Background: an optimization exercise with open tools, aiming at small area and a short achievable clock period. Do not read the settings as production practice.
Only simulation tests tie the RTL to the original design; equivalence was not proved.

==> flow/design.v <==
module rca #(parameter W = 16) (
  input  [W-1:0] a, b,
  input          ci,
  output [W-1:0] s
);
  wire [W:0] c;
  assign c[0] = ci;
  genvar j;
  generate
    for (j = 0; j < W; j = j + 1) begin : b_
      assign s[j] = a[j] ^ b[j] ^ c[j];
      assign c[j+1] = (a[j] & b[j]) | (c[j] & (a[j] ^ b[j]));
    end
  endgenerate
endmodule
module cstage #(parameter I = 0) (
  input  [15:0] x,
  input  [14:0] nm,                            
  input         d,
  output [15:0] xn, wn
);
  wire [31:0] xe = {{16{x[15]}}, x};
  wire [31:0] ne = {17'h1ffff, nm};
  wire [15:0] xs = xe[15+I:I];                 
  wire [15:0] ns = ne[15+I:I];                 
  rca #(16) ax (.a(x), .b(~ns), .ci(d), .s(xn));             
  rca #(16) aw (.a({1'b1, nm}), .b(xs), .ci(1'b0), .s(wn));  
endmodule
module cstage_late #(parameter I = 12) (
  input  [15:0] x, w,
  input         d,
  output [15:0] xn, wn
);
  localparam L = 16 - I;   
  wire [14:0] nm = w[14:0] ^ {15{~w[15]}};
  wire [14:0] m = ~nm;
  wire [L-1:0] xl = {1'b0, x[L-2:0]} + {1'b0, m[14:I]} + {{(L-1){1'b0}}, d};
  wire cx = xl[L-1];
  wire [I:0] xu = x[15:L-1];
  wire [I:0] fx;
  wire [L:0] wl = {1'b0, nm[L-1:0]} + {1'b0, x[15:I]};
  wire e = x[15];
  wire [15-L:0] wu = {1'b1, nm[14:L]};
  wire inc = wl[L] & ~e;
  wire dec = ~wl[L] & e;
  wire [15-L:0] fw;
  genvar j;
  generate
    for (j = 0; j <= I; j = j + 1) begin : g
      if (j == 0) begin : z
        assign fx[j] = cx;
      end else begin : o
        assign fx[j] = cx & (&xu[j-1:0]);
      end
    end
    for (j = 0; j <= 15 - L; j = j + 1) begin : f
      if (j == 0) begin : z
        assign fw[j] = inc | dec;
      end else begin : o
        assign fw[j] = (inc & (&wu[j-1:0])) | (dec & ~(|wu[j-1:0]));
      end
    end
  endgenerate
  assign xn = {xu ^ fx, xl[L-2:0]};
  assign wn = {wu ^ fw, wl[L-1:0]};
endmodule
module cordic_vec(clk,a0,b0,r,ang);
  input signed [15:0] a0,b0;
  input clk;
  output signed [15:0] r,ang;
  reg [15:0] x0r;
  reg [14:0] n0r;
  reg d0r;
  always @(posedge clk) begin
    x0r <= a0;
    n0r <= b0[14:0] ^ {15{~b0[15]}};
    d0r <= b0[15];
  end
  genvar k;
  generate
    for (k = 1; k <= 12; k = k + 1) begin : st
      wire [15:0] xi, xo, wo;
      wire [14:0] ni;         
      wire di;                
      wire [k-1:0] dhi;
      reg [15:0] x, w;
      reg [k-1:0] dh;
      if (k == 1) begin : f
        assign xi = x0r;
        assign ni = n0r;
        assign di = d0r;
        assign dhi = di;
      end else begin : n
        assign xi = st[k-1].x;
        assign ni = st[k-1].w[14:0] ^ {15{~st[k-1].w[15]}};
        assign di = st[k-1].dh[k-2] ^ ~st[k-1].w[15];
        assign dhi = {di, st[k-1].dh};
      end
      cstage #(k-1) cs (.x(xi), .nm(ni), .d(di), .xn(xo), .wn(wo));
      always @(posedge clk) begin
        x <= xo;
        w <= wo;
        dh <= dhi;
      end
    end
  endgenerate
  wire d12 = st[12].dh[11] ^ ~st[12].w[15];
  wire [15:0] x13, w13, x14, w14;
  cstage_late #(12) ca (.x(st[12].x), .w(st[12].w), .d(d12), .xn(x13), .wn(w13));
  wire d13 = d12 ^ ~w13[15];
  cstage_late #(13) cb (.x(x13), .w(w13), .d(d13), .xn(x14), .wn(w14));
  reg [15:0] x14r, w14r;
  reg [13:0] dh14r;
  always @(posedge clk) begin
    x14r <= x14;
    w14r <= w14;
    dh14r <= {d13, d12, st[12].dh};
  end
  wire d14 = dh14r[13] ^ ~w14r[15];
  wire [15:0] x15, w15;
  cstage_late #(14) cc (.x(x14r), .w(w14r), .d(d14), .xn(x15), .wn(w15));
  wire d15 = d14 ^ ~w15[15];
  wire [15:0] x16 = x15 + {15'd0, d15};
  reg [15:0] xr;
  reg [15:0] dr;
  always @(posedge clk) begin
    xr <= x16;
    dr <= {d15, d14, dh14r};
  end
  wire sc_1 = xr[11] ^ ~xr[9] ^ ~xr[7];
  wire sc_2 = (xr[11] & ~xr[9]) | (~xr[7] & (xr[11] ^ ~xr[9]));
  wire sc_3 = xr[5] ^ xr[2] ^ 1'b1;
  wire sc_4 = (xr[5] & xr[2]) | (1'b1 & (xr[5] ^ xr[2]));
  wire sc_5 = xr[12] ^ ~xr[10] ^ ~xr[8];
  wire sc_6 = (xr[12] & ~xr[10]) | (~xr[8] & (xr[12] ^ ~xr[10]));
  wire sc_7 = xr[6] ^ xr[3] ^ ~xr[0];
  wire sc_8 = (xr[6] & xr[3]) | (~xr[0] & (xr[6] ^ xr[3]));
  wire sc_9 = xr[13] ^ ~xr[11] ^ ~xr[9];
  wire sc_10 = (xr[13] & ~xr[11]) | (~xr[9] & (xr[13] ^ ~xr[11]));
  wire sc_11 = xr[7] ^ xr[4] ^ ~xr[1];
  wire sc_12 = (xr[7] & xr[4]) | (~xr[1] & (xr[7] ^ xr[4]));
  wire sc_13 = xr[14] ^ ~xr[12] ^ ~xr[10];
  wire sc_14 = (xr[14] & ~xr[12]) | (~xr[10] & (xr[14] ^ ~xr[12]));
  wire sc_15 = xr[8] ^ xr[5] ^ ~xr[2];
  wire sc_16 = (xr[8] & xr[5]) | (~xr[2] & (xr[8] ^ xr[5]));
  wire sc_17 = ~xr[0] ^ xr[15] ^ 1'b1;
  wire sc_18 = (~xr[0] & xr[15]) | (1'b1 & (~xr[0] ^ xr[15]));
  wire sc_19 = ~xr[15] ^ ~xr[13] ^ ~xr[11];
  wire sc_20 = (~xr[15] & ~xr[13]) | (~xr[11] & (~xr[15] ^ ~xr[13]));
  wire sc_21 = xr[9] ^ xr[6] ^ ~xr[3];
  wire sc_22 = (xr[9] & xr[6]) | (~xr[3] & (xr[9] ^ xr[6]));
  wire sc_23 = ~xr[1] ^ xr[15] ^ 1'b1;
  wire sc_24 = (~xr[1] & xr[15]) | (1'b1 & (~xr[1] ^ xr[15]));
  wire sc_25 = ~xr[14] ^ ~xr[12] ^ xr[10];
  wire sc_26 = (~xr[14] & ~xr[12]) | (xr[10] & (~xr[14] ^ ~xr[12]));
  wire sc_27 = xr[7] ^ ~xr[4] ^ ~xr[2];
  wire sc_28 = (xr[7] & ~xr[4]) | (~xr[2] & (xr[7] ^ ~xr[4]));
  wire sc_29 = xr[15] ^ ~xr[13] ^ xr[11];
  wire sc_30 = (xr[15] & ~xr[13]) | (xr[11] & (xr[15] ^ ~xr[13]));
  wire sc_31 = xr[8] ^ ~xr[5] ^ ~xr[3];
  wire sc_32 = (xr[8] & ~xr[5]) | (~xr[3] & (xr[8] ^ ~xr[5]));
  wire sc_33 = ~xr[0] ^ xr[15] ^ 1'b1;
  wire sc_34 = (~xr[0] & xr[15]) | (1'b1 & (~xr[0] ^ xr[15]));
  wire sc_35 = ~xr[14] ^ xr[12] ^ xr[9];
  wire sc_36 = (~xr[14] & xr[12]) | (xr[9] & (~xr[14] ^ xr[12]));
  wire sc_37 = ~xr[6] ^ ~xr[4] ^ ~xr[1];
  wire sc_38 = (~xr[6] & ~xr[4]) | (~xr[1] & (~xr[6] ^ ~xr[4]));
  wire sc_39 = xr[15] ^ xr[13] ^ xr[10];
  wire sc_40 = (xr[15] & xr[13]) | (xr[10] & (xr[15] ^ xr[13]));
  wire sc_41 = ~xr[7] ^ ~xr[5] ^ ~xr[2];
  wire sc_42 = (~xr[7] & ~xr[5]) | (~xr[2] & (~xr[7] ^ ~xr[5]));
  wire sc_43 = xr[14] ^ xr[11] ^ ~xr[8];
  wire sc_44 = (xr[14] & xr[11]) | (~xr[8] & (xr[14] ^ xr[11]));
  wire sc_45 = ~xr[6] ^ ~xr[3] ^ xr[0];
  wire sc_46 = (~xr[6] & ~xr[3]) | (xr[0] & (~xr[6] ^ ~xr[3]));
  wire sc_47 = ~xr[15] ^ xr[12] ^ ~xr[9];
  wire sc_48 = (~xr[15] & xr[12]) | (~xr[9] & (~xr[15] ^ xr[12]));
  wire sc_49 = ~xr[7] ^ ~xr[4] ^ xr[1];
  wire sc_50 = (~xr[7] & ~xr[4]) | (xr[1] & (~xr[7] ^ ~xr[4]));
  wire sc_51 = xr[13] ^ ~xr[10] ^ ~xr[8];
  wire sc_52 = (xr[13] & ~xr[10]) | (~xr[8] & (xr[13] ^ ~xr[10]));
  wire sc_53 = ~xr[5] ^ xr[2] ^ xr[0];
  wire sc_54 = (~xr[5] & xr[2]) | (xr[0] & (~xr[5] ^ xr[2]));
  wire sc_55 = xr[14] ^ ~xr[11] ^ ~xr[9];
  wire sc_56 = (xr[14] & ~xr[11]) | (~xr[9] & (xr[14] ^ ~xr[11]));
  wire sc_57 = ~xr[6] ^ xr[3] ^ xr[1];
  wire sc_58 = (~xr[6] & xr[3]) | (xr[1] & (~xr[6] ^ xr[3]));
  wire sc_59 = ~xr[15] ^ ~xr[12] ^ ~xr[10];
  wire sc_60 = (~xr[15] & ~xr[12]) | (~xr[10] & (~xr[15] ^ ~xr[12]));
  wire sc_61 = ~xr[7] ^ xr[4] ^ xr[2];
  wire sc_62 = (~xr[7] & xr[4]) | (xr[2] & (~xr[7] ^ xr[4]));
  wire sc_63 = ~xr[13] ^ ~xr[11] ^ ~xr[8];
  wire sc_64 = (~xr[13] & ~xr[11]) | (~xr[8] & (~xr[13] ^ ~xr[11]));
  wire sc_65 = xr[5] ^ xr[3] ^ 1'b1;
  wire sc_66 = (xr[5] & xr[3]) | (1'b1 & (xr[5] ^ xr[3]));
  wire sc_67 = ~xr[14] ^ ~xr[12] ^ ~xr[9];
  wire sc_68 = (~xr[14] & ~xr[12]) | (~xr[9] & (~xr[14] ^ ~xr[12]));
  wire sc_69 = xr[6] ^ xr[4] ^ 1'b1;
  wire sc_70 = (xr[6] & xr[4]) | (1'b1 & (xr[6] ^ xr[4]));
  wire sc_71 = xr[15] ^ ~xr[13] ^ ~xr[10];
  wire sc_72 = (xr[15] & ~xr[13]) | (~xr[10] & (xr[15] ^ ~xr[13]));
  wire sc_73 = ~xr[14] ^ ~xr[11] ^ xr[8];
  wire sc_74 = (~xr[14] & ~xr[11]) | (xr[8] & (~xr[14] ^ ~xr[11]));
  wire sc_75 = xr[15] ^ ~xr[12] ^ xr[9];
  wire sc_76 = (xr[15] & ~xr[12]) | (xr[9] & (xr[15] ^ ~xr[12]));
  wire sc_77 = ~xr[13] ^ xr[10] ^ xr[8];
  wire sc_78 = (~xr[13] & xr[10]) | (xr[8] & (~xr[13] ^ xr[10]));
  wire sc_79 = ~xr[14] ^ xr[11] ^ xr[9];
  wire sc_80 = (~xr[14] & xr[11]) | (xr[9] & (~xr[14] ^ xr[11]));
  wire sc_81 = xr[15] ^ xr[12] ^ xr[10];
  wire sc_82 = (xr[15] & xr[12]) | (xr[10] & (xr[15] ^ xr[12]));
  wire sc_83 = xr[13] ^ xr[11] ^ 1'b1;
  wire sc_84 = (xr[13] & xr[11]) | (1'b1 & (xr[13] ^ xr[11]));
  wire sc_85 = xr[14] ^ xr[12] ^ 1'b1;
  wire sc_86 = (xr[14] & xr[12]) | (1'b1 & (xr[14] ^ xr[12]));
  wire sc_87 = sc_2 ^ sc_4 ^ sc_5;
  wire sc_88 = (sc_2 & sc_4) | (sc_5 & (sc_2 ^ sc_4));
  wire sc_89 = sc_6 ^ sc_8 ^ sc_9;
  wire sc_90 = (sc_6 & sc_8) | (sc_9 & (sc_6 ^ sc_8));
  wire sc_91 = sc_11 ^ xr[15] ^ 1'b1;
  wire sc_92 = (sc_11 & xr[15]) | (1'b1 & (sc_11 ^ xr[15]));
  wire sc_93 = sc_10 ^ sc_12 ^ sc_13;
  wire sc_94 = (sc_10 & sc_12) | (sc_13 & (sc_10 ^ sc_12));
  wire sc_95 = sc_14 ^ sc_16 ^ sc_18;
  wire sc_96 = (sc_14 & sc_16) | (sc_18 & (sc_14 ^ sc_16));
  wire sc_97 = sc_19 ^ sc_21 ^ sc_23;
  wire sc_98 = (sc_19 & sc_21) | (sc_23 & (sc_19 ^ sc_21));
  wire sc_99 = sc_20 ^ sc_22 ^ sc_24;
  wire sc_100 = (sc_20 & sc_22) | (sc_24 & (sc_20 ^ sc_22));
  wire sc_101 = sc_25 ^ sc_27 ^ xr[15];
  wire sc_102 = (sc_25 & sc_27) | (xr[15] & (sc_25 ^ sc_27));
  wire sc_103 = sc_26 ^ sc_28 ^ sc_29;
  wire sc_104 = (sc_26 & sc_28) | (sc_29 & (sc_26 ^ sc_28));
  wire sc_105 = sc_30 ^ sc_32 ^ sc_34;
  wire sc_106 = (sc_30 & sc_32) | (sc_34 & (sc_30 ^ sc_32));
  wire sc_107 = sc_35 ^ sc_37 ^ xr[15];
  wire sc_108 = (sc_35 & sc_37) | (xr[15] & (sc_35 ^ sc_37));
  wire sc_109 = sc_36 ^ sc_38 ^ sc_39;
  wire sc_110 = (sc_36 & sc_38) | (sc_39 & (sc_36 ^ sc_38));
  wire sc_111 = sc_40 ^ sc_42 ^ sc_43;
  wire sc_112 = (sc_40 & sc_42) | (sc_43 & (sc_40 ^ sc_42));
  wire sc_113 = sc_45 ^ xr[15] ^ 1'b1;
  wire sc_114 = (sc_45 & xr[15]) | (1'b1 & (sc_45 ^ xr[15]));
  wire sc_115 = sc_44 ^ sc_46 ^ sc_47;
  wire sc_116 = (sc_44 & sc_46) | (sc_47 & (sc_44 ^ sc_46));
  wire sc_117 = sc_48 ^ sc_50 ^ sc_51;
  wire sc_118 = (sc_48 & sc_50) | (sc_51 & (sc_48 ^ sc_50));
  wire sc_119 = sc_53 ^ xr[15] ^ 1'b1;
  wire sc_120 = (sc_53 & xr[15]) | (1'b1 & (sc_53 ^ xr[15]));
  wire sc_121 = sc_52 ^ sc_54 ^ sc_55;
  wire sc_122 = (sc_52 & sc_54) | (sc_55 & (sc_52 ^ sc_54));
  wire sc_123 = sc_56 ^ sc_58 ^ sc_59;
  wire sc_124 = (sc_56 & sc_58) | (sc_59 & (sc_56 ^ sc_58));
  wire sc_125 = sc_60 ^ sc_62 ^ sc_63;
  wire sc_126 = (sc_60 & sc_62) | (sc_63 & (sc_60 ^ sc_62));
  wire sc_127 = sc_64 ^ sc_66 ^ sc_67;
  wire sc_128 = (sc_64 & sc_66) | (sc_67 & (sc_64 ^ sc_66));
  wire sc_129 = sc_68 ^ sc_70 ^ sc_71;
  wire sc_130 = (sc_68 & sc_70) | (sc_71 & (sc_68 ^ sc_70));
  wire sc_131 = sc_72 ^ sc_73 ^ xr[6];
  wire sc_132 = (sc_72 & sc_73) | (xr[6] & (sc_72 ^ sc_73));
  wire sc_133 = sc_74 ^ sc_75 ^ xr[7];
  wire sc_134 = (sc_74 & sc_75) | (xr[7] & (sc_74 ^ sc_75));
  wire sc_135 = sc_76 ^ sc_77 ^ 1'b1;
  wire sc_136 = (sc_76 & sc_77) | (1'b1 & (sc_76 ^ sc_77));
  wire sc_137 = sc_78 ^ sc_79 ^ 1'b1;
  wire sc_138 = (sc_78 & sc_79) | (1'b1 & (sc_78 ^ sc_79));
  wire sc_139 = sc_86 ^ ~xr[15] ^ xr[13];
  wire sc_140 = (sc_86 & ~xr[15]) | (xr[13] & (sc_86 ^ ~xr[15]));
  wire sc_141 = sc_88 ^ sc_89 ^ sc_91;
  wire sc_142 = (sc_88 & sc_89) | (sc_91 & (sc_88 ^ sc_89));
  wire sc_143 = sc_90 ^ sc_92 ^ sc_93;
  wire sc_144 = (sc_90 & sc_92) | (sc_93 & (sc_90 ^ sc_92));
  wire sc_145 = sc_94 ^ sc_95 ^ sc_97;
  wire sc_146 = (sc_94 & sc_95) | (sc_97 & (sc_94 ^ sc_95));
  wire sc_147 = sc_96 ^ sc_98 ^ sc_99;
  wire sc_148 = (sc_96 & sc_98) | (sc_99 & (sc_96 ^ sc_98));
  wire sc_149 = sc_100 ^ sc_102 ^ sc_103;
  wire sc_150 = (sc_100 & sc_102) | (sc_103 & (sc_100 ^ sc_102));
  wire sc_151 = sc_104 ^ sc_105 ^ sc_107;
  wire sc_152 = (sc_104 & sc_105) | (sc_107 & (sc_104 ^ sc_105));
  wire sc_153 = sc_106 ^ sc_108 ^ sc_109;
  wire sc_154 = (sc_106 & sc_108) | (sc_109 & (sc_106 ^ sc_108));
  wire sc_155 = sc_110 ^ sc_111 ^ sc_113;
  wire sc_156 = (sc_110 & sc_111) | (sc_113 & (sc_110 ^ sc_111));
  wire sc_157 = sc_112 ^ sc_114 ^ sc_115;
  wire sc_158 = (sc_112 & sc_114) | (sc_115 & (sc_112 ^ sc_114));
  wire sc_159 = sc_116 ^ sc_117 ^ sc_119;
  wire sc_160 = (sc_116 & sc_117) | (sc_119 & (sc_116 ^ sc_117));
  wire sc_161 = sc_118 ^ sc_120 ^ sc_121;
  wire sc_162 = (sc_118 & sc_120) | (sc_121 & (sc_118 ^ sc_120));
  wire sc_163 = sc_122 ^ sc_123 ^ sc_61;
  wire sc_164 = (sc_122 & sc_123) | (sc_61 & (sc_122 ^ sc_123));
  wire sc_165 = sc_124 ^ sc_125 ^ sc_65;
  wire sc_166 = (sc_124 & sc_125) | (sc_65 & (sc_124 ^ sc_125));
  wire sc_167 = sc_126 ^ sc_127 ^ sc_69;
  wire sc_168 = (sc_126 & sc_127) | (sc_69 & (sc_126 ^ sc_127));
  wire sc_169 = sc_128 ^ sc_129 ^ xr[7];
  wire sc_170 = (sc_128 & sc_129) | (xr[7] & (sc_128 ^ sc_129));
  wire sc_171 = sc_130 ^ sc_131 ^ 1'b1;
  wire sc_172 = (sc_130 & sc_131) | (1'b1 & (sc_130 ^ sc_131));
  wire sc_173 = sc_138 ^ sc_80 ^ sc_81;
  wire sc_174 = (sc_138 & sc_80) | (sc_81 & (sc_138 ^ sc_80));
  wire sc_175 = sc_140 ^ xr[14] ^ 1'b1;
  wire sc_176 = (sc_140 & xr[14]) | (1'b1 & (sc_140 ^ xr[14]));
  wire sc_177 = sc_142 ^ sc_143 ^ sc_15;
  wire sc_178 = (sc_142 & sc_143) | (sc_15 & (sc_142 ^ sc_143));
  wire sc_179 = sc_146 ^ sc_147 ^ sc_101;
  wire sc_180 = (sc_146 & sc_147) | (sc_101 & (sc_146 ^ sc_147));
  wire sc_181 = sc_148 ^ sc_149 ^ sc_31;
  wire sc_182 = (sc_148 & sc_149) | (sc_31 & (sc_148 ^ sc_149));
  wire sc_183 = sc_150 ^ sc_151 ^ 1'b1;
  wire sc_184 = (sc_150 & sc_151) | (1'b1 & (sc_150 ^ sc_151));
  wire sc_185 = sc_152 ^ sc_153 ^ sc_41;
  wire sc_186 = (sc_152 & sc_153) | (sc_41 & (sc_152 ^ sc_153));
  wire sc_187 = sc_156 ^ sc_157 ^ sc_49;
  wire sc_188 = (sc_156 & sc_157) | (sc_49 & (sc_156 ^ sc_157));
  wire sc_189 = sc_160 ^ sc_161 ^ sc_57;
  wire sc_190 = (sc_160 & sc_161) | (sc_57 & (sc_160 ^ sc_161));
  wire sc_191 = sc_168 ^ sc_169 ^ xr[5];
  wire sc_192 = (sc_168 & sc_169) | (xr[5] & (sc_168 ^ sc_169));
  wire sc_193 = sc_172 ^ sc_132 ^ sc_133;
  wire sc_194 = (sc_172 & sc_132) | (sc_133 & (sc_172 ^ sc_132));
  wire sc_195 = sc_174 ^ sc_82 ^ sc_83;
  wire sc_196 = (sc_174 & sc_82) | (sc_83 & (sc_174 ^ sc_82));
  wire sc_197 = sc_178 ^ sc_144 ^ sc_145;
  wire sc_198 = (sc_178 & sc_144) | (sc_145 & (sc_178 ^ sc_144));
  wire sc_199 = sc_180 ^ sc_181 ^ sc_33;
  wire sc_200 = (sc_180 & sc_181) | (sc_33 & (sc_180 ^ sc_181));
  wire sc_201 = sc_184 ^ sc_185 ^ xr[15];
  wire sc_202 = (sc_184 & sc_185) | (xr[15] & (sc_184 ^ sc_185));
  wire sc_203 = sc_186 ^ sc_154 ^ sc_155;
  wire sc_204 = (sc_186 & sc_154) | (sc_155 & (sc_186 ^ sc_154));
  wire sc_205 = sc_188 ^ sc_158 ^ sc_159;
  wire sc_206 = (sc_188 & sc_158) | (sc_159 & (sc_188 ^ sc_158));
  wire sc_207 = sc_190 ^ sc_162 ^ sc_163;
  wire sc_208 = (sc_190 & sc_162) | (sc_163 & (sc_190 ^ sc_162));
  wire sc_209 = sc_192 ^ sc_170 ^ sc_171;
  wire sc_210 = (sc_192 & sc_170) | (sc_171 & (sc_192 ^ sc_170));
  wire sc_211 = sc_194 ^ sc_134 ^ sc_135;
  wire sc_212 = (sc_194 & sc_134) | (sc_135 & (sc_194 ^ sc_134));
  wire sc_213 = sc_196 ^ sc_84 ^ sc_85;
  wire sc_214 = (sc_196 & sc_84) | (sc_85 & (sc_196 ^ sc_84));
  wire sc_215 = sc_198 ^ sc_179 ^ 1'b1;
  wire sc_216 = (sc_198 & sc_179) | (1'b1 & (sc_198 ^ sc_179));
  wire sc_217 = sc_200 ^ sc_182 ^ sc_183;
  wire sc_218 = (sc_200 & sc_182) | (sc_183 & (sc_200 ^ sc_182));
  wire sc_219 = sc_204 ^ sc_187 ^ xr[15];
  wire sc_220 = (sc_204 & sc_187) | (xr[15] & (sc_204 ^ sc_187));
  wire sc_221 = sc_206 ^ sc_189 ^ 1'b1;
  wire sc_222 = (sc_206 & sc_189) | (1'b1 & (sc_206 ^ sc_189));
  wire sc_223 = sc_208 ^ sc_164 ^ sc_165;
  wire sc_224 = (sc_208 & sc_164) | (sc_165 & (sc_208 ^ sc_164));
  wire sc_225 = sc_212 ^ sc_136 ^ sc_137;
  wire sc_226 = (sc_212 & sc_136) | (sc_137 & (sc_212 ^ sc_136));
  wire sc_227 = sc_224 ^ sc_166 ^ sc_167;
  wire sc_228 = (sc_224 & sc_166) | (sc_167 & (sc_224 ^ sc_166));
  wire [38:0] sc_229 = {1'b1, sc_176, sc_175, sc_214, sc_213, sc_195, sc_226, sc_225, sc_211, sc_210, sc_209, sc_228, sc_227, sc_223, sc_222, sc_221, sc_220, sc_219, sc_202, sc_218, sc_217, sc_216, sc_215, sc_197, sc_177, sc_141, sc_87, sc_1, 1'b0, 1'b1, 1'b1, 1'b1, 1'b1, 1'b1, 1'b1, 1'b1, 1'b1, 1'b1, 1'b1};
  wire [38:0] sc_230 = {1'b0, ~xr[15], 1'b0, sc_139, 1'b0, 1'b0, sc_173, 1'b0, 1'b0, sc_193, 1'b0, sc_191, 1'b0, 1'b0, sc_207, 1'b0, sc_205, 1'b0, sc_203, sc_201, 1'b0, sc_199, 1'b0, 1'b0, sc_17, 1'b0, sc_7, sc_3, 1'b0, 1'b0, 1'b0, 1'b0, 1'b0, 1'b0, 1'b0, 1'b0, 1'b0, 1'b0, 1'b0};
  wire [38:0] sc_231 = sc_229 + sc_230;
  wire zs_1 = dr[6] ^ ~dr[12] ^ dr[13];
  wire zs_2 = (dr[6] & ~dr[12]) | (dr[13] & (dr[6] ^ ~dr[12]));
  wire zs_3 = ~dr[1] ^ ~dr[3] ^ dr[5];
  wire zs_4 = (~dr[1] & ~dr[3]) | (dr[5] & (~dr[1] ^ ~dr[3]));
  wire zs_5 = dr[4] ^ dr[11] ^ dr[12];
  wire zs_6 = (dr[4] & dr[11]) | (dr[12] & (dr[4] ^ dr[11]));
  wire zs_7 = ~dr[0] ^ ~dr[1] ^ dr[2];
  wire zs_8 = (~dr[0] & ~dr[1]) | (dr[2] & (~dr[0] ^ ~dr[1]));
  wire zs_9 = dr[3] ^ dr[10] ^ ~dr[13];
  wire zs_10 = (dr[3] & dr[10]) | (~dr[13] & (dr[3] ^ dr[10]));
  wire zs_11 = dr[2] ^ dr[3] ^ dr[8];
  wire zs_12 = (dr[2] & dr[3]) | (dr[8] & (dr[2] ^ dr[3]));
  wire zs_13 = dr[0] ^ dr[1] ^ dr[7];
  wire zs_14 = (dr[0] & dr[1]) | (dr[7] & (dr[0] ^ dr[1]));
  wire zs_15 = dr[2] ^ dr[5] ^ ~dr[8];
  wire zs_16 = (dr[2] & dr[5]) | (~dr[8] & (dr[2] ^ dr[5]));
  wire zs_17 = dr[4] ^ ~dr[7] ^ 1'b1;
  wire zs_18 = (dr[4] & ~dr[7]) | (1'b1 & (dr[4] ^ ~dr[7]));
  wire zs_19 = ~dr[1] ^ dr[2] ^ ~dr[5];
  wire zs_20 = (~dr[1] & dr[2]) | (~dr[5] & (~dr[1] ^ dr[2]));
  wire zs_21 = dr[0] ^ ~dr[4] ^ 1'b1;
  wire zs_22 = (dr[0] & ~dr[4]) | (1'b1 & (dr[0] ^ ~dr[4]));
  wire zs_23 = dr[1] ^ ~dr[3] ^ 1'b1;
  wire zs_24 = (dr[1] & ~dr[3]) | (1'b1 & (dr[1] ^ ~dr[3]));
  wire zs_25 = zs_1 ^ dr[14] ^ ~dr[15];
  wire zs_26 = (zs_1 & dr[14]) | (~dr[15] & (zs_1 ^ dr[14]));
  wire zs_27 = zs_2 ^ zs_3 ^ 1'b1;
  wire zs_28 = (zs_2 & zs_3) | (1'b1 & (zs_2 ^ zs_3));
  wire zs_29 = zs_4 ^ zs_5 ^ ~dr[14];
  wire zs_30 = (zs_4 & zs_5) | (~dr[14] & (zs_4 ^ zs_5));
  wire zs_31 = zs_6 ^ zs_7 ^ zs_9;
  wire zs_32 = (zs_6 & zs_7) | (zs_9 & (zs_6 ^ zs_7));
  wire zs_33 = zs_8 ^ zs_10 ^ dr[9];
  wire zs_34 = (zs_8 & zs_10) | (dr[9] & (zs_8 ^ zs_10));
  wire zs_35 = zs_12 ^ zs_13 ^ ~dr[10];
  wire zs_36 = (zs_12 & zs_13) | (~dr[10] & (zs_12 ^ zs_13));
  wire zs_37 = zs_14 ^ dr[6] ^ ~dr[9];
  wire zs_38 = (zs_14 & dr[6]) | (~dr[9] & (zs_14 ^ dr[6]));
  wire zs_39 = zs_18 ^ dr[3] ^ ~dr[6];
  wire zs_40 = (zs_18 & dr[3]) | (~dr[6] & (zs_18 ^ dr[3]));
  wire zs_41 = zs_24 ^ dr[0] ^ ~dr[2];
  wire zs_42 = (zs_24 & dr[0]) | (~dr[2] & (zs_24 ^ dr[0]));
  wire zs_43 = zs_30 ^ zs_31 ^ 1'b1;
  wire zs_44 = (zs_30 & zs_31) | (1'b1 & (zs_30 ^ zs_31));
  wire zs_45 = zs_32 ^ zs_33 ^ ~dr[12];
  wire zs_46 = (zs_32 & zs_33) | (~dr[12] & (zs_32 ^ zs_33));
  wire zs_47 = zs_34 ^ zs_11 ^ ~dr[11];
  wire zs_48 = (zs_34 & zs_11) | (~dr[11] & (zs_34 ^ zs_11));
  wire zs_49 = zs_38 ^ zs_15 ^ 1'b1;
  wire zs_50 = (zs_38 & zs_15) | (1'b1 & (zs_38 ^ zs_15));
  wire zs_51 = zs_40 ^ zs_19 ^ 1'b1;
  wire zs_52 = (zs_40 & zs_19) | (1'b1 & (zs_40 ^ zs_19));
  wire zs_53 = zs_50 ^ zs_16 ^ zs_17;
  wire zs_54 = (zs_50 & zs_16) | (zs_17 & (zs_50 ^ zs_16));
  wire zs_55 = zs_52 ^ zs_20 ^ zs_21;
  wire zs_56 = (zs_52 & zs_20) | (zs_21 & (zs_52 ^ zs_20));
  wire zs_57 = zs_56 ^ zs_22 ^ zs_23;
  wire zs_58 = (zs_56 & zs_22) | (zs_23 & (zs_56 ^ zs_22));
  wire [15:0] zs_59 = {zs_58, zs_57, zs_55, zs_51, zs_54, zs_53, zs_49, zs_36, zs_48, zs_46, zs_44, zs_43, zs_28, zs_26, zs_25, 1'b1};
  wire [15:0] zs_60 = {zs_41, 1'b0, 1'b0, 1'b0, zs_39, 1'b0, 1'b0, zs_37, zs_35, zs_47, zs_45, 1'b0, zs_29, zs_27, 1'b0, 1'b0};
  wire [15:0] zs_61 = zs_59 + zs_60;
  reg [15:0] rr, angr;
  always @(posedge clk) begin
    rr <= sc_231[38:23];
    angr <= zs_61;
  end
  assign r = rr;
  assign ang = angr;
endmodule
==> flow/flow/run.sh <==
#!/bin/bash
# The standard layout with two changes:
#  1. after the standard synthesis, flow/polarity.py re-balances the
#     inverters around full adders and XOR gates (each full adder may work on
#     complemented values, each XOR may become an XNOR); registers and all
#     other cells are untouched;
#  2. flip-flops that drive 8 or more loads get the 4x drive strength;
#  3. the port buffers are plain buffers (sky130_fd_sc_hd__buf_1) instead of
#     the delay cells buffer_ports picks by default.
set -euo pipefail
R=orfs/results/sky130hd/cordic_vec/base
bash standard.sh synth > standard_synth.log 2>&1
cp $R/1_2_yosys.v $R/1_2_yosys.standard.v
python3 flow/polarity.py $R/1_2_yosys.standard.v $R/1_2_yosys.v > polarity.log 2>&1
rm -f $R/1_synth.odb $R/1_synth.sdc
bash standard.sh "BUFFER_PORTS_ARGS=-buffer_cell sky130_fd_sc_hd__buf_1" finish > standard_flow.log 2>&1
==> flow/flow/polarity.py <==
#!/usr/bin/env python3
"""Re-balance inverters around full adders and XOR gates in a mapped sky130hd
netlist (Yosys write_verilog output, flat, no assigns).

A full adder is self-dual, FA(~a,~b,~c) = (~sum,~cout), and an XOR/XNOR gate
absorbs an inversion on any pin by switching between XOR and XNOR.  The
script chooses, for every full adder, whether it works on the true or the
complemented values, and for every XOR/XNOR gate which polarity it outputs,
so that as few inverters as possible are needed; then it removes the old
inverters and inserts the needed ones.  Flip-flops and all other cells keep
exactly the signals they had.

usage: polarity.py in.v out.v
"""
import re, sys, collections

src = open(sys.argv[1]).read()
cell_re = re.compile(r'^\s*(sky130_fd_sc_hd__\w+)\s+(\S+)\s*\((.*?)\);\s*$', re.S | re.M)
pin_re = re.compile(r'\.(\w+)\(\s*(.*?)\s*\)(?=\s*[,)]|\s*$)', re.S)

OUT_PINS = {'Y', 'X', 'SUM', 'COUT', 'Q', 'Q_N', 'HI', 'LO'}
cells = []   # [type, name, {pin: net}, order]
for m in cell_re.finditer(src):
    t, n, body = m.group(1), m.group(2), m.group(3)
    pins = collections.OrderedDict()
    for pm in re.finditer(r'\.(\w+)\(([^()]*)\)', body):
        pins[pm.group(1)] = pm.group(2).strip()
    cells.append([t, n, pins, m.span()])

ports_out = set()
for m in re.finditer(r'^\s*output\s+(\[\d+:\d+\]\s+)?(\S+);', src, re.M):
    rng, name = m.group(1), m.group(2)
    if rng:
        hi, lo = map(int, re.findall(r'\d+', rng))
        for i in range(min(hi, lo), max(hi, lo) + 1):
            ports_out.add('%s[%d]' % (name, i))
    else:
        ports_out.add(name)

def short(t): return t.replace('sky130_fd_sc_hd__', '')
def is_inv(t): return re.match(r'sky130_fd_sc_hd__(inv|clkinv)_\d+$', t) is not None
def is_fa(t): return re.match(r'sky130_fd_sc_hd__fa_\d+$', t) is not None
def xor_kind(t):
    m = re.match(r'sky130_fd_sc_hd__(xor|xnor)([23])_(\d+)$', t)
    return m.groups() if m else None

driver = {}
for c in cells:
    for p, n in c[2].items():
        if p in OUT_PINS: driver[n] = c

# removable inverters: output is not a port
inv_in = {}
for c in cells:
    if is_inv(c[0]) and c[2]['Y'] not in ports_out:
        inv_in[c[2]['Y']] = c[2]['A']

def resolve(n):
    p = 0
    while n in inv_in:
        n = inv_in[n]; p ^= 1
    return n, p

# consumers: list of (cell, pin, base, parity)
kind = {}
for c in cells:
    if is_inv(c[0]) and c[2]['Y'] in inv_in: kind[id(c)] = 'rm'
    elif is_fa(c[0]): kind[id(c)] = 'fa'
    elif xor_kind(c[0]): kind[id(c)] = 'xor'
    else: kind[id(c)] = 'fix'

uses = collections.defaultdict(list)   # base -> [(cellidx, pin, parity)]
for ci, c in enumerate(cells):
    if kind[id(c)] == 'rm': continue
    for p, n in c[2].items():
        if p in OUT_PINS: continue
        if n.startswith("1'b") or n == '': continue
        b, par = resolve(n)
        uses[b].append((ci, p, par))
# port outputs driven through removable inverters would lose their driver:
for n in ports_out:
    assert n not in inv_in

# state
flip = [0] * len(cells)          # FA orientation
def prod_par(b):
    """parity (relative to the logical base) carried by the physical net b"""
    c = driver.get(b)
    if c is None: return 0
    k = kind[id(c)]
    if k == 'fa': return flip[cells.index(c)] if False else flip[cidx[id(c)]]
    return 0
cidx = {id(c): i for i, c in enumerate(cells)}
xor_out = {}   # base -> chosen parity for xor-driven bases
def demands(b):
    d = set()
    for ci, p, par in uses[b]:
        k = kind[id(cells[ci])]
        if k == 'xor': continue
        if k == 'fa': d.add(par ^ flip[ci])
        else: d.add(par)
    return d
def cost(b):
    d = demands(b)
    c = driver.get(b)
    if c is not None and kind[id(c)] == 'xor':
        return 1 if len(d) == 2 else 0
    P = prod_par(b)
    return 1 if (P ^ 1) in d else 0

bases = set(uses.keys())
fa_list = [i for i, c in enumerate(cells) if kind[id(c)] == 'fa']
def fa_bases(i):
    c = cells[i]
    s = set()
    for p in ('A', 'B', 'CIN'):
        n = c[2][p]
        if not n.startswith("1'b"): s.add(resolve(n)[0])
    for p in ('SUM', 'COUT'):
        s.add(c[2][p])
    return s
# outputs of FAs that drive ports cannot flip
noflip = set()
for i in fa_list:
    for p in ('SUM', 'COUT'):
        if cells[i][2][p] in ports_out: noflip.add(i)
    for p in ('A', 'B', 'CIN'):
        if cells[i][2][p].startswith("1'b"): noflip.add(i)

before = sum(cost(b) for b in bases)
fab = {i: fa_bases(i) for i in fa_list}
def greedy(order):
    improved = True; rounds = 0
    while improved and rounds < 50:
        improved = False; rounds += 1
        for i in order:
            if i in noflip: continue
            bs = fab[i]
            c0 = sum(cost(b) for b in bs)
            flip[i] ^= 1
            c1 = sum(cost(b) for b in bs)
            if c1 < c0: improved = True
            elif c1 == c0 and rnd.random() < 0.3: pass
            else: flip[i] ^= 1
    return rounds
import random
rnd = random.Random(1)
rounds = greedy(fa_list)
best = sum(cost(b) for b in bases); best_flip = list(flip)
# perturb and re-descend a few times (deterministic seed)
for it in range(300):
    for i in fa_list:
        if i not in noflip and rnd.random() < 0.1: flip[i] ^= 1
    greedy(fa_list if it % 2 else list(reversed(fa_list)))
    c = sum(cost(b) for b in bases)
    if c < best: best = c; best_flip = list(flip)
    else: flip[:] = best_flip
flip[:] = best_flip
after = sum(cost(b) for b in bases)
n_old = sum(1 for c in cells if kind[id(c)] == 'rm')
sys.stderr.write("inverters: removable %d, needed before %d, after %d (%d rounds)\n" % (n_old, before, after, rounds))

# rewrite
def esc(n):
    return n + ' ' if n.startswith('\\') else n
newnet = {}
extra = []
def inv_net(b):
    if b not in newnet:
        nn = 'pol_%d_' % len(newnet)
        newnet[b] = nn
        extra.append((nn, b))
    return newnet[b]
# physical parity of each base
phys = {}
for b in bases:
    c = driver.get(b)
    if c is not None and kind[id(c)] == 'xor':
        d = demands(b)
        phys[b] = min(d) if len(d) == 1 else 0
    else:
        phys[b] = prod_par(b)
def net_for(b, want):
    return b if phys.get(b, 0) == want else inv_net(b)
# load count of every net after the rewrite (for flip-flop drive strength)
loadcnt = collections.Counter()
for ci, c in enumerate(cells):
    k = kind[id(c)]
    if k == 'rm': continue
    f = flip[ci] if k == 'fa' else 0
    for p, n in c[2].items():
        if p in OUT_PINS or n.startswith("1'b"): continue
        b, par = resolve(n)
        if k == 'xor': loadcnt[b] += 1
        else: loadcnt[net_for(b, par ^ f)] += 1
for nn, b in extra: loadcnt[b] += 1
# buffers are removed at floorplan: count the loads behind them
bufout = collections.defaultdict(list)
for c in cells:
    if re.match(r'sky130_fd_sc_hd__(clk)?buf_\d+$', c[0]):
        bufout[c[2]['A']].append(c[2]['X'])
def tload(n, depth=0):
    t = loadcnt[n]
    if depth < 6:
        for o in bufout.get(n, []):
            t += tload(o, depth + 1) - 1
    return t
BIG = 8
upsized = 0
out = []
pos = 0
for ci, c in enumerate(cells):
    t, name, pins, (s, e) = c
    out.append(src[pos:s]); pos = e
    k = kind[id(c)]
    if k == 'rm':
        continue
    newpins = collections.OrderedDict()
    if k == 'xor':
        xk = xor_kind(t)
        tot = 1 if xk[0] == 'xnor' else 0
        for p, n in pins.items():
            if p in OUT_PINS:
                newpins[p] = n
                tot ^= phys.get(n, 0)
            elif n.startswith("1'b"):
                newpins[p] = n
            else:
                b, par = resolve(n)
                pb = phys.get(b, 0)
                newpins[p] = b          # physical b carries logical b ^ pb; want b ^ par
                tot ^= par ^ pb
        t = 'sky130_fd_sc_hd__%s%s_%s' % ('xnor' if tot else 'xor', xk[1], xk[2])
        outp = 'Y' if (tot and xk[1] == '2') else 'X'
        onet = [n for p, n in newpins.items() if p in OUT_PINS][0]
        newpins = collections.OrderedDict((p, n) for p, n in newpins.items() if p not in OUT_PINS)
        newpins[outp] = onet
    else:
        f = flip[ci] if k == 'fa' else 0
        for p, n in pins.items():
            if p in OUT_PINS or n.startswith("1'b"):
                newpins[p] = n
            else:
                b, par = resolve(n)
                newpins[p] = net_for(b, par ^ f)
        # a flip-flop that drives many loads gets a stronger drive
        if t == 'sky130_fd_sc_hd__dfxtp_1' and tload(pins['Q']) >= BIG:
            t = 'sky130_fd_sc_hd__dfxtp_4'
            upsized += 1
    body = ",\n".join("    .%s(%s)" % (p, esc(n)) for p, n in newpins.items())
    out.append("%s %s (\n%s\n  );" % (t, name, body))
out.append(src[pos:])
txt = "".join(out)
decl = "".join("  wire %s;\n" % nn for nn, b in extra)
insts = "".join("  sky130_fd_sc_hd__inv_1 pol_inv_%d (\n    .A(%s),\n    .Y(%s)\n  );\n" % (i, esc(b), nn)
                for i, (nn, b) in enumerate(extra))
# declare the new wires after the port list and add the inverters before endmodule
txt = re.sub(r'(module\s+\w+\s*\([^;]*\);\n)', lambda m: m.group(1) + decl, txt, count=1)
idx = txt.rindex('endmodule')
txt = txt[:idx] + insts + txt[idx:]
open(sys.argv[2], 'w').write(txt)
sys.stderr.write("inverters written: %d (was %d); flip-flops upsized: %d\n" % (len(extra), n_old, upsized))
==> flow/standard.sh <==
#!/bin/bash
# synth_recipe.tcl (not shown) runs the flow's synth.tcl, then flattens the netlist and writes it again
# the make line also repeats each setting of config.mk as NAME=value (left out here)
make -C /OpenROAD-flow-scripts/flow DESIGN_CONFIG=/design/flow/config.mk WORK_HOME=/design/flow/orfs CLKGATE_MAP_FILE= SYNTH_SCRIPT=/design/flow/synth_recipe.tcl "${@:-finish}"
==> flow/config.mk <==
export PLATFORM = sky130hd
export DESIGN_NAME = cordic_vec
export DESIGN_NICKNAME = cordic_vec
export VERILOG_FILES = /design/flow/design.v
export SDC_FILE = /design/flow/constraint.sdc
export NUM_CORES = 4
export LEC_CHECK = 0
export CAP_MARGIN = 20
export CORE_MARGIN = 2
export CORE_UTILIZATION = 60
export CTS_CLUSTER_DIAMETER = 120
export CTS_CLUSTER_SIZE = 30
export SLEW_MARGIN = 20
==> flow/constraint.sdc <==
create_clock -name core_clock -period 32.0 [get_ports {clk}]
set_input_delay 6.4000 -clock core_clock [delete_from_list [all_inputs] [get_ports {clk}]]
set_output_delay 6.4000 -clock core_clock [all_outputs]
set_load 0.01 [all_outputs]
==> summary.txt, run 1 <==
Syn Inst Count - 1993
Share of layout cells above drive strength 1 - 3.554%
Setup_tns - 0 ns
Slowest-stage cell, CP - dfxtp_1
IO Port Bufs - 63
Syn Std Cell Area - 27600 um^2
Setup WS post-layout - 24.53 ns
ANT nets after route - 0
Via/cell ratio - 4.887
Worst r2r path cells - 17
HP Start - st[9].dh[1]
Die width - 218.5 um
Startpoint types - flop
Final Non-Filler Cells - 2654
# diodes - 0
Vert. Die Dim - 218.5 um
CTS tree - built
DRC errors left - 0
WL per Instance - 15.74 um
Filler cells - 3484
Starting Density - 60.82%
Vias in the first global route - 14569
Initial antenna violation count - 0
Hold_ws - 0.3183 ns
Status - finished clean
Clock root buffer - clkbuf_16
Clock Latency Late Sink - 0.61 ns
Capture point of the worst reg-to-reg path - st[10].w[15]
Post-CTS sizing - 0
Final period utilization - 23.33%
Crit path DAT - 1.07 ns
I/O Pins - 65
Largest net degree at the start of global routing - 34
CTS Buffer Depth - 3
Worst-Margin Slew - 1.046 ns
R2R Setup Slk - 24.85 ns
Fin. max-slew vios - 0
Critical Path Fanout Max - 1
Clock sink count - 603
Worst hold path cell count - 0
Placed Cells - 2619
Design Area, Final - 29110 um^2
Fin nets - 2627
Critical path class - flop to output port
Area of the core - 45380 um^2
Area of the die - 47730 um^2
Largest stage delay, worst path - 0.33 ns
CP endpoint kind - output port
Iteration count of the initial detailed-routing pass - 4
H-tree levels - 1
Fin Clk Skew - 0.02738 ns
RD Place Congestion - 0.8260
Class of the worst hold path - flop to flop
Crit path buf inv count - 1
Std-Cell Rows - 78
CP cell instances - buf_1
Syn nets - 2575
Delay-heaviest family, CP - flip-flops
Routed WL - 41.77 mm
DR vias - 12969
Period minus WS final - 7.465 ns
GRT Total Usage - 18.96%
Fmax - 134.0 MHz
Synth warnings - 1
Mean Syn Cell Area - 13.85 um^2
Hold_buf cts - 0
Final setup vio count - 0
Slew headroom - 30.28%
R2r startpoint - st[9].w[15]
Post-CTS setup buffers - 0
Final Hold Fails - 0
Worst-path clk slew - 0.11 ns
Overflow after GRT - 0
RSZ-0062 raised after global routing - no
Clock buffer count from CTS - 24
DP HPWL - 34.84 mm
P&R area growth vs syn - 5.481%
Max Cap Violations - 0
Data required time at the worst endpoint - 25.60 ns
First-pass GRT wire length - 71.98 mm
Worst Hold End - st[10].dh[1]
Placed inst area - 28410 um^2
Place WS - 24.45 ns
Final core occ - 64.15%
1st-iter DRT viols - 473
[per-layer routing]
metal | wire length, um | vias to the layer above | part of all wire, % | GRT usage, %
li1 | - | 6250 | - | -
met1 | 17470 | 6583 | 42 | 23.92
met2 | 22640 | 89 | 54 | 35.18
met3 | 768 | 47 | 1.8 | 2.088
met4 | 886 | 0 | 2.1 | 3.855
met5 | 0 | - | 0 | 0
[layout by cell type (no fill, tap or decap), types with 3 or more instances in the layout]
cell type / count
nor2b_1: 8
nor3_1: 6
nand3_1: 9
a21oi_1: 16
clkbuf_1: 8
dfxtp_4: 23
o21bai_1: 3
nor2_1: 33
xor2_1: 147
xnor2_1: 175
dfxtp_1: 580
o22ai_1: 4
o21ai_0: 18
mux2i_1: 11
fa_1: 406
clkbuf_16: 24
and3_1: 17
ha_1: 143
buf_1: 63
and4_1: 4
a221oi_1: 3
mux2_2: 4
a31oi_1: 5
a22oi_1: 3
nand4_1: 10
nor4_1: 3
nand2_1: 37
maj3_1: 3
a21o_1: 10
and2_1: 11
inv_1: 214
[worst max path at each step]
stage	cells past startpoint	end	start	slack, ns
finish	1	ang[9]	angr[9]	24.53
global route	1	ang[9]	angr[9]	24.46
CTS	1	ang[9]	angr[9]	24.48
detailed placement	2	n0r[14]	b0[15]	24.45
global placement	2	n0r[12]	b0[15]	24.56
floorplan	19	st[10].w[15]	st[9].w[15]	24.47
[cell type report]
class	count	area, um^2	share of cell area [%]
Multi-Input combinational cell	1139	14470	49.69
Clock buffer	32	630.6	2.166
Sequential cell	603	12160	41.76
Clock inverter	3	68.82	0.2364
Inverter	214	803.3	2.759
Timing Repair Buffer	63	236.5	0.8122
Tap cell	600	750.7	2.579
[registers in the layout, indices dropped and copies added, names as in the netlist, 16 cells and up]
register / flops
dr: 16
rr: 16
st.dh: 78
st.w: 192
st.x: 192
w14r: 16
x0r: 16
x14r: 16
xr: 16
==> inputs of run 2 (changes only) <==
==> flow/flow/run.sh (replaced) <==
#!/bin/bash
# The standard layout with two changes:
#  1. after the standard synthesis, flow/polarity.py re-balances the
#     inverters around full adders and XOR gates (each full adder may work on
#     complemented values, each XOR may become an XNOR); registers and all
#     other cells are untouched;
#  2. flip-flops that drive 8 or more loads get the 4x drive strength;
#  3. the port buffers are plain buffers (sky130_fd_sc_hd__buf_2) instead of
#     the delay cells buffer_ports picks by default.
set -euo pipefail
R=orfs/results/sky130hd/cordic_vec/base
bash standard.sh synth > standard_synth.log 2>&1
cp $R/1_2_yosys.v $R/1_2_yosys.standard.v
python3 flow/polarity.py $R/1_2_yosys.standard.v $R/1_2_yosys.v > polarity.log 2>&1
rm -f $R/1_synth.odb $R/1_synth.sdc
bash standard.sh "BUFFER_PORTS_ARGS=-buffer_cell sky130_fd_sc_hd__buf_2" finish > standard_flow.log 2>&1
--- a/flow/config.mk
+++ b/flow/config.mk
@@ -7,7 +7,7 @@
 export LEC_CHECK = 0
 export CAP_MARGIN = 20
 export CORE_MARGIN = 2
-export CORE_UTILIZATION = 60
+export CORE_UTILIZATION = 40
 export CTS_CLUSTER_DIAMETER = 120
 export CTS_CLUSTER_SIZE = 30
 export SLEW_MARGIN = 20
==> run 2 against run 1 <==
Die area increased by 49%. Still clean on timing, DRC and antenna. Critical path depth did not move. Via count is 0.22% lower. Worst setup slack better by 0.023 ns. Sequential share of layout area decreased by 0.59 points. Fmax is 0.31% higher. Design area is 1.4% higher. Highest routed layer unchanged. First-iteration DRC count down 21%. Global-route usage is 6.7 points lower. Core utilization decreased by 21 points. Largest cell class unchanged.
==> summary.txt, run 2 <==
Status - finished clean
Worst Hold End - st[12].dh[1]
Hold_ws - 0.3159 ns (-0.002416 ns)
Data required time at the worst endpoint - 25.60 ns (about the same)
CTS Buffer Depth - 3 (unchanged)
Post-CTS sizing - 0 (unchanged)
Largest stage delay, worst path - 0.33 ns (about the same)
Clock root buffer - clkbuf_16
Critical path class - flop to output port
GRT Total Usage - 12.28% (-6.7 points)
Share of layout cells above drive strength 1 - 6.618% (+3.1 points)
Starting Density - 40.31% (-21 points)
Final setup vio count - 0 (unchanged)
Final Hold Fails - 0 (unchanged)
RD Place Congestion - 0.8390 (+1.6%)
Area of the core - 68470 um^2 (+51%)
RSZ-0062 raised after global routing - no
R2r startpoint - st[9].w[15]
Overflow after GRT - 0 (unchanged)
Largest registers - st.w: 192 flops, st.x: 192 flops, st.dh: 78 flops
Fmax - 134.4 MHz (+0.31%)
Critical Path Fanout Max - 1 (unchanged)
Commonest non-fill, non-tap cell in the layout - dfxtp_1
Final period utilization - 23.26% (-0.072 points)
Hold_buf cts - 0 (unchanged)
Commonest non-fill, non-tap cells in the layout - dfxtp_1 (580), fa_1 (406), inv_1 (214)
Post-CTS setup buffers - 0 (unchanged)
Syn nets - 2575 (unchanged)
Final Non-Filler Cells - 2937 (+11%)
Syn Inst Count - 1993 (unchanged)
Period minus WS final - 7.442 ns (-0.02300 ns)
Fin Clk Skew - 0.03057 ns (+0.003195 ns)
Setup_tns - 0 ns (unchanged)
Delay-heaviest family, CP - flip-flops
I/O Pins - 65 (unchanged)
Worst hold path cell count - 0 (unchanged)
P&R area growth vs syn - 6.999%
Initial antenna violation count - 0 (unchanged)
Fin nets - 2627 (unchanged)
Slowest-stage cell, CP - dfxtp_1
CP endpoint kind - output port
Class of the worst hold path - flop to flop
Crit path buf inv count - 1 (unchanged)
Vert. Die Dim - 266.7 um (+22%)
Via/cell ratio - 4.406 (-9.8%)
R2R Setup Slk - 24.89 ns (+0.04 ns)
Final core occ - 43.14% (-21 points)
Routed WL - 41.41 mm (-0.86%)
Vias in the first global route - 14547 (-0.15%)
HP Start - st[11].dh[1]
IO Port Bufs - 63 (unchanged)
Placed Cells - 2901 (+11%)
# diodes - 0 (unchanged)
Iteration count of the initial detailed-routing pass - 5 (+1)
Clock Latency Late Sink - 0.60 ns (about the same)
Max Cap Violations - 0 (unchanged)
1st-iter DRT viols - 375 (-21%)
DP HPWL - 34.60 mm (-0.67%)
Slew headroom - 42.90% (+13 points)
Startpoint types - flop
Fin. max-slew vios - 0 (unchanged)
Area of the die - 71120 um^2 (+49%)
Clock sink count - 603 (unchanged)
Clock buffer count from CTS - 24 (unchanged)
DRC errors left - 0 (unchanged)
ANT nets after route - 0 (unchanged)
Crit path DAT - 1.04 ns (-0.03 ns)
Worst r2r path cells - 17 (unchanged)
DR vias - 12941 (-0.22%)
Worst-Margin Slew - 0.8536 ns (-0.1922 ns)
H-tree levels - 1 (unchanged)
First-pass GRT wire length - 71.63 mm (-0.49%)
Worst-path clk slew - 0.11 ns (about the same)
Largest net degree at the start of global routing - 34 (unchanged)
CTS tree - built
CP cell instances - buf_2
Capture point of the worst reg-to-reg path - st[10].w[15]
Die width - 266.7 um (+22%)
Syn Std Cell Area - 27600 um^2 (unchanged)
WL per Instance - 14.10 um (-10%)
Std-Cell Rows - 96 (+23%)
Mean Syn Cell Area - 13.85 um^2 (unchanged)
Filler cells - 6283 (+80%)
Synth warnings - 1 (unchanged)
==> run 2: worst max path at each step <==
stage / startpoint / slack, ns / end / cells after the start
final: angr[4] / 24.56 / ang[4] / 1
after global routing: angr[14] / 24.50 / ang[14] / 1
after CTS: rr[15] / 24.52 / r[15] / 1
after detailed placement: st[9].w[15] / 24.81 / st[10].w[15] / 17
after global placement: st[9].w[15] / 24.94 / st[10].w[15] / 17
after floorplan: st[9].w[15] / 24.47 / st[10].w[15] / 19
==> run 2: stage by stage <==
stage          instance area (um^2)  worst slack, ns
3_3_place_gp                  28850            24.94
6_report                      29530            24.56
2_1_floorplan                 27600            24.47
4_1_cts                       29530            24.52
5_1_grt                       29530            24.50
3_5_place_dp                  28850            24.81
==> run 2: worst reg2reg max path: stages (launching register included) <==
cell     delay (ns)
dfxtp_4        0.52
xnor2_1        0.12
ha_1           0.23
fa_1           0.42
fa_1           0.43
fa_1           0.43
fa_1           0.43
fa_1           0.43
fa_1           0.43
fa_1           0.43
fa_1           0.43
fa_1           0.43
fa_1           0.42
fa_1           0.43
fa_1           0.43
fa_1           0.43
fa_1           0.42
xnor2_1        0.19
==> run 2: per-layer routing <==
layer  vias to the layer above  share of wire, %  track usage [%]
li1                       6259                 -                -
met1                      6555                42            14.90
met2                        91                54            23.37
met3                        36               2.0            1.532
met4                         0               1.7            2.171
met5                         -                 0                0
==> run 2: layout make-up <==
cell class              instances  area [um^2]  share of cell area (%)
multi-input cells            1139        14470                   48.98
clock buffers                  33        634.4                   2.148
flip-flops and latches        603        12160                   41.17
clock inverters                 3        52.55                  0.1779
inverters                     214        803.3                   2.720
repair buffers                 63        315.3                   1.068
well taps                     882         1104                   3.737

## afterwards: timing with drivers on the ports
The flow's constraints put no driver on any port. The routed layouts listed below were extracted and timed again, unchanged, in two steps. Step 1 (the two cells are an assumption about what drives the block):
set clk [get_ports {clk}]
set_driving_cell -lib_cell sky130_fd_sc_hd__clkbuf_16 $clk
set_driving_cell -lib_cell sky130_fd_sc_hd__buf_2 [delete_from_list [all_inputs] $clk]
Step 2 moves the port delays by t, midway between the first and last clock arrival at a register: inputs arrive t later, outputs are due t later. That takes back most of the time a late clock gives input paths. a / b / c = ideal / step 1 / step 2; a / b = the first two.
| run | shift t [ns] | slack for setup (ns) | slew at the worst register clock pin (ns) |
|---|---|---|---|
| run 1 | 0.647 | 24.535 / 24.480 / 24.496 | 0.11 / 0.11 |
| run 2 | 0.635 | 24.558 / 24.503 / 24.887 | 0.11 / 0.11 |
After both steps setup and hold are still met in every run listed. The setup slack of run 1, which loses most, moves by -0.055 ns with the drivers and by -0.039 ns with both steps.
